This is an optimization exercise on Yosys and OpenROAD, whose aim is small area and a short achievable clock period, not a production implementation.
Function was checked by simulation only, so behaviour that the tests miss may differ from the original.
Power figures rest on the tool's default switching activity, not on a simulated workload.

File: design/flow/design.v
module add_sub (in1,in2,out,OPMODE,cin,cout);
parameter FULLADDER="ON";
parameter WIDTH_2=18;
input OPMODE,cin;
input [WIDTH_2-1:0] in1,in2;
output reg [WIDTH_2-1:0] out;
output reg cout ;
generate
if (FULLADDER=="ON") begin
		always@(*) begin
	if(OPMODE)
	{cout,out}=in1-(in2+cin);
	else 
	{cout,out}=in1+in2+cin;
    end
end
	else if (FULLADDER=="OFF") begin
always@(*) begin
	if(OPMODE)
	out=in1-in2;
	else 
	out=in1+in2;
   end
end
endgenerate
endmodule 
module ff_and_mux (inp , clk, clk_enable , rst , out );
parameter ENable_ff = 1;
parameter SYN_OR_ASN = "SYNC" ;
parameter WIDTH = 18 ;
input [WIDTH -1 : 0] inp ;
input clk ,clk_enable, rst ;
output [WIDTH -1 : 0] out ;
reg [WIDTH-1 : 0] out_ff;
generate
	if (SYN_OR_ASN == "SYNC")begin
	always @(posedge clk ) begin
		if (rst) begin
			out_ff <= 0; 
		end
		else if (clk_enable) begin
			out_ff <= inp;
		end
	end
end
 else if (SYN_OR_ASN == "ASYNC")begin
 	always @(posedge clk or posedge rst) begin
 		if (rst) begin
 			out_ff <= 0;
 		end
 		else if (clk_enable) begin
 			out_ff <= inp ;
 		end
 	end
 end
endgenerate
assign out = (ENable_ff == 1)? out_ff : inp ;
endmodule
module project_dsp (A , B , C , D , BCIN , CARRYIN , M , P , CARRYOUT , CARRYOUTF , CLK , OPMODE , CEA , CEB , CEC , CECARRYIN , CED , CEM , CEOPMODE , CEP , RSTA , RSTB , RSTC , RSTCARRYIN , RSTD , RSTM , RSTOPMODE , RSTP , BCOUT , PCIN , PCOUT);
parameter A0REG = 0;
parameter A1REG = 1;
parameter B0REG = 0;
parameter B1REG = 1;
parameter CREG = 1;
parameter DREG = 1;
parameter MREG = 1;
parameter PREG = 1;
parameter CARRYINREG =1;
parameter CARRYOUTREG =1;
parameter OPMODEREG =1;
parameter CARRYINSEL = "OPMODE5" ;
parameter B_INPUT = "DIRECT" ;
parameter RSTTYPE = "SYNC" ;
input [17:0] A , B , D , BCIN ;
input [47:0] C , PCIN ;
input CARRYIN , CLK , CEA , CEB , CEC ,CECARRYIN , CED , CEM , CEOPMODE , CEP , RSTA , RSTB , RSTC , RSTCARRYIN , RSTD , RSTM , RSTOPMODE , RSTP  ;
output [35:0] M ;
output CARRYOUTF , CARRYOUT ; 
input [7:0] OPMODE ;
output [17:0] BCOUT  ;
output [47:0] PCOUT,P ;
wire [17:0] D_from_mux  , B0_from_mux , A0_from_mux , Pre_Add_Sub , Pre_Add_Sub_from_mux , A1_from_mux, B1_from_mux ;
wire [47:0] C_from_mux , concatenated , post_Add_Sub , P_from_mux ; 
wire[35:0] mult_out , mult_out_from_mux ;
reg [17:0] data_b;
wire CYI_from_mux , cout , CYO_from_mux;
reg carryin;
wire [7:0] OPMODE_from_mux;
reg [47:0] X_out ,  Z_out; 
ff_and_mux #(.ENable_ff(OPMODEREG) ,.SYN_OR_ASN(RSTTYPE) ,.WIDTH(8)) op (OPMODE ,CLK, CEOPMODE , RSTOPMODE , OPMODE_from_mux );
always @(*) begin
case (B_INPUT)
"DIRECT" : data_b = B ;
"CASCADE" : data_b = BCIN ;
default : data_b = 0;
endcase
end
ff_and_mux #(.ENable_ff(DREG) ,.SYN_OR_ASN(RSTTYPE) ,.WIDTH(18)) m1 (D ,CLK, CED , RSTD , D_from_mux );
ff_and_mux # (.ENable_ff(B0REG) ,.SYN_OR_ASN(RSTTYPE) ,.WIDTH(18)) m2 (data_b ,CLK, CEB , RSTB , B0_from_mux);
ff_and_mux # (.ENable_ff(A0REG) ,.SYN_OR_ASN(RSTTYPE) ,.WIDTH(18)) m3 (A ,CLK, CEA , RSTA , A0_from_mux);
ff_and_mux # (.ENable_ff(CREG) ,.SYN_OR_ASN(RSTTYPE) ,.WIDTH(48)) m4 (C ,CLK, CEC , RSTC ,C_from_mux);
 add_sub #(.WIDTH_2(18),.FULLADDER("OFF")) pre (D_from_mux , B0_from_mux , Pre_Add_Sub , OPMODE_from_mux[6]);
 assign Pre_Add_Sub_from_mux = (OPMODE_from_mux[4]) ? Pre_Add_Sub : B0_from_mux ;
ff_and_mux #(.ENable_ff(B1REG),.SYN_OR_ASN(RSTTYPE),.WIDTH(18)) m5 (Pre_Add_Sub_from_mux , CLK , CEB , RSTB ,B1_from_mux );
ff_and_mux # (.ENable_ff(A1REG) ,.SYN_OR_ASN(RSTTYPE) ,.WIDTH(18)) m6 (A0_from_mux ,CLK, CEA , RSTA , A1_from_mux);
 assign mult_out = A1_from_mux * B1_from_mux;
 assign concatenated = {D_from_mux[11:0] , A1_from_mux[17:0] , B1_from_mux[17:0]} ;
 assign BCOUT = B1_from_mux ;
ff_and_mux #(.ENable_ff(MREG),.SYN_OR_ASN(RSTTYPE),.WIDTH(36)) m7 (mult_out , CLK , CEM , RSTM , mult_out_from_mux);
assign  M = mult_out_from_mux ;
always @(*) begin
	case (CARRYINSEL)
     "CARRYIN" : carryin=CARRYIN;
     "OPMODE5" : carryin=OPMODE_from_mux[5];
     default : carryin=0;
	endcase
end
ff_and_mux # (.ENable_ff(CARRYINREG),.SYN_OR_ASN(RSTTYPE),.WIDTH(1)) m8 (carryin , CLK , CECARRYIN , RSTCARRYIN , CYI_from_mux);
always @(*) begin
    case (OPMODE_from_mux[1:0])
    2'b00 : X_out = 0;
    2'b01 : X_out = mult_out_from_mux ;
    2'b10 : X_out = PCOUT ;
    2'b11 : X_out = concatenated ;
    endcase
end
always @(*) begin
    case (OPMODE_from_mux[3:2])
    2'b00 : Z_out = 0;
    2'b01 : Z_out = PCIN ;
    2'b10 : Z_out = PCOUT ;
    2'b11 : Z_out = C_from_mux ;
    endcase
end
 add_sub #(.WIDTH_2(48),.FULLADDER("ON")) post (Z_out,X_out,post_Add_Sub,OPMODE_from_mux[7], CYI_from_mux , cout );
 ff_and_mux #(.ENable_ff(CARRYOUTREG),.SYN_OR_ASN(RSTTYPE),.WIDTH(1)) m9 (cout , CLK, CECARRYIN , RSTCARRYIN , CYO_from_mux  );
assign CARRYOUT = CYO_from_mux ;
assign CARRYOUTF = CYO_from_mux ;
 ff_and_mux #(.ENable_ff(PREG),.SYN_OR_ASN(RSTTYPE),.WIDTH(48)) m10 (post_Add_Sub , CLK, CEP , RSTP , P_from_mux );
assign PCOUT = P_from_mux;
assign P = P_from_mux;
endmodule
File: design/flow/run.sh
#!/bin/bash
# synth_recipe.tcl (not shown) runs the flow's synth.tcl, then flattens the netlist and writes it again
# the make line also repeats each setting of config.mk as NAME=value (left out here)
make -C /OpenROAD-flow-scripts/flow DESIGN_CONFIG=/design/flow/config.mk WORK_HOME=/design/flow/orfs CLKGATE_MAP_FILE= SYNTH_SCRIPT=/design/flow/synth_recipe.tcl finish
File: design/flow/config.mk
export PLATFORM = sky130hd
export DESIGN_NAME = project_dsp
export DESIGN_NICKNAME = project_dsp
export VERILOG_FILES = /design/flow/design.v
export SDC_FILE = /design/flow/constraint.sdc
export NUM_CORES = 4
export LEC_CHECK = 0
export CAP_MARGIN = 20
export CORE_MARGIN = 2
export CORE_UTILIZATION = 40
export SLEW_MARGIN = 20
File: design/flow/constraint.sdc
create_clock -name core_clock -period 9.0 [get_ports {CLK}]
set_input_delay 1.8000 -clock core_clock [delete_from_list [all_inputs] [get_ports {CLK}]]
set_output_delay 1.8000 -clock core_clock [all_outputs]
set_load 0.01 [all_outputs]
==> flow_summary.ini <==
[clocking]
path_clk_slew_ns = 0.09
hold_buffers = 0
post_cts_buffers = 0
cts_resized = 0
h-tree-depth = 4
clockBufferDepth = 2
numCtsBuffers = 17
root_buffer = clkbuf_16
clk_latency_ns = 0.53
cts_sinks = 196
cts_tree = done

[timing]
rsz0062_at_grt = false
hold_ws_ns = 0.495
hold_violations = 0
setup_viol = 0
setup_tns_ns = 0
drv_slew = 0
maxSlewHeadroom_pct = 23.4
skew_ns = 0.0202
final.setup.worst_slack_ns = 1.84
max_freq_mhz = 140
min_period_ns = 7.16
tightestPinTransition_ns = 1.15
period_share_pct = 79.6

[pwr]
power_density_nw_per_um2 = 125
fin_total_pwr_mw = 3.97
vdd_drop_max_v = 0.0000898
p_leak_nw = 14.8

[floorplanning]
rows = 96
die_y_um = 266
die_w_um = 266
num_io_pins = 346
coreArea_um2 = 68300
initial_core_util_pct = 40.3
die_area_um2 = 71000

[global_route]
top_usage_layer = met2
grt.total_usage_pct = 24.9
grt_first_pass_wirelength_um = 136000
antenna_found_initial = 3
use_met2_pct = 39.1
grt_start_max_net_pins = 66
gr-total-overflow = 0
met1_usage_pct = 34.3
globalRouteMet3Util_pct = 5.31
grt_pass1_vias = 23348

[logic_synthesis]
synth_top_area_share_pct = 19.0
ys_ff_latch = 196
ys_seq_area_share_pct = 14.2
syn_area_um2 = 27500
yosys.area_share.simple_pct = 15.7
yosysTopAreaCell = fa_1
syn_area_per_cell_um2 = 8.33
synth_edf_count = 0
syn-num-nets = 4028
synth_common_cells = inv_1, nor2_1, nand2_1, ha_1, fa_1
synth_top_family_by_area = adder cells
synthCells = 3306
synthXorXnorAreaFrac_pct = 4.36
synthMuxAreaShare_pct = 9.35
synth_most_common_cell = inv_1
synth_fa_ha_area_share_pct = 31.1
synth-main-ff-cell = dfxtp_1
synth.distinct_cells = 86
async_flop_share_pct = 0
synth_area_leaders = fa_1, dfxtp_1, ha_1
synth_warnings = 9
synth_compound_area_share_pct = 15.3

[routing]
viasPerCell = 5.45
drcViolationCount = 0
finalWirelength_um = 88000
wl_per_cell_um = 20.3
dr.pass1.iters = 6
vias = 23660
drt_iter0_drc = 1706
antenna_left = 0

[finish]
syn_to_final_growth_pct = 15.1
nets = 4166
n_fill_cell = 6739
finalInstanceArea_um2 = 31700
layout-drive-gt1-share_pct = 5.99
final_util_pct = 46.4
final_cells = 4340

[placement]
place_inst = 4307
place_area_um2 = 31100
dp_slack_ns = 1.70
dpl.hpwl_um = 67800
io_buffers = 326
routabilityCongestion = 0.957

[min_path]
min_path_type = reg -> reg

[flow_run]
maxCapViolations = 0

[setup_path]
start_kind = flip-flop
critical_path_class = reg -> reg
critPathArrivalTime_ns = 7.54
crit_fanout = 21
cp.required_ns = 9.38
critPathCaptureType = flip-flop

[status]
status = finished clean
==> cell type report <==
type / instances / area (um^2) / area share (%)
multi-input cells: 2431 / 20900 / 65.9
flip-flops and latches: 196 / 3940 / 12.4
repair buffers: 359 / 3480 / 11.0
inverters: 439 / 1650 / 5.20
well taps: 882 / 1100 / 3.48
clock buffers: 17 / 425 / 1.34
clock inverters: 15 / 224 / 0.706
diodes: 1 / 2.50 / 0.00789
==> where the power goes <==
group	internal (mW)	switching, mW	leakage [nW]
sequential	0.944	0.158	1.62
combinational	0.890	1.12	12.9
clock	0.386	0.472	0.308
==> layout by cell type, fill, tap and decap left out, types with 22 or more instances in the layout <==
cell type        count
o21ai_0             73
a22o_1              69
nand2b_1            34
nor3_1              37
a211oi_1            38
and2_1             143
a22oi_1             23
mux2i_1            158
mux2_2              86
o21bai_1            22
xor2_1              44
ha_1               267
nand2_1            281
o21a_1              24
xnor2_1             93
nand3_1             31
a21o_1              50
a21oi_1            150
inv_1              439
buf_4               33
clkdlybuf4s50_1    320
nor2b_1             34
dfxtp_1            187
nor2_1             288
fa_1               261
==> kinds of logic after synthesis <==
kind of cell	count (synthesis)
DFF	196
muxes	246
adders and majority gates	528
xor gates and xnor gates	137
buffers and inverters	679
AOI/OAI and AO/OA	597
and+or+nand+nor	923
==> critical path: stages, from the launching register on <==
cell      delay (ns)
dfxtp_1         1.09
nand2_1         0.16
fa_1            0.53
inv_1           0.05
fa_1            0.40
fa_1            0.52
fa_1            0.52
fa_1            0.50
inv_1           0.05
fa_1            0.51
inv_1           0.06
ha_1            0.32
and3_1          0.24
a221o_1         0.32
a21oi_1         0.20
nor2b_1         0.06
a21oi_1         0.37
nor2b_1         0.26
o21ai_0         0.18
a221oi_1        0.35
xor2_1          0.20
o22ai_1         0.10
==> layer usage <==
layer / routed length, um / share of wire, %
met1: 40100 / 46
met4: 2260 / 2.6
met2: 38700 / 44
met3: 6920 / 7.9
met5: 28 / 0.032
==> registers in the layout (all words and copies together) (netlist names) <==
signal / count
m9.out_ff: 1
m7.out_ff: 36
m6.out_ff: 18
m1.out_ff: 18
op.out_ff: 8
m10.out_ff: 48
m4.out_ff: 48
m5.out_ff: 18
m8.out_ff: 1
==> path summary, 6_finish.rpt <==
kind | endpoint | cells past startpoint | start | slack (ns)
worst min register to register | m4.out_ff[19] | 2 | m4.out_ff[19] | 0.49
worst max-delay path | m7.out_ff[34] | 21 | m5.out_ff[8] | 1.84
worst min-delay path | m4.out_ff[19] | 2 | m4.out_ff[19] | 0.49
worst max register to register | m7.out_ff[34] | 21 | m5.out_ff[8] | 1.84

## port drivers added, routing unchanged
How much do the figures lean on ideal ports? The routed layout below was timed once more, with nothing changed but the port constraints. Step 1 sets driving cells, clkbuf_16 on the clock port and buf_2 on the other inputs (assumed; they add their load-dependent delay and slew). Step 2 times the ports against the registers' clock, not the clock port: input delays grow and output delays shrink by t, the midpoint of the rising clock arrivals with the driver on. Slacks: ideal / step 1 / step 2; pairs: ideal / step 1.
t (ns): 0.579
setup slack, ns: 1.840 / 1.840 / 1.840
worst slew at a driven data input, ns: 0.08
After both steps setup and hold are still met in this run. The setup slack of this run moves by 0.000 ns with the drivers and by 0.000 ns with both steps.
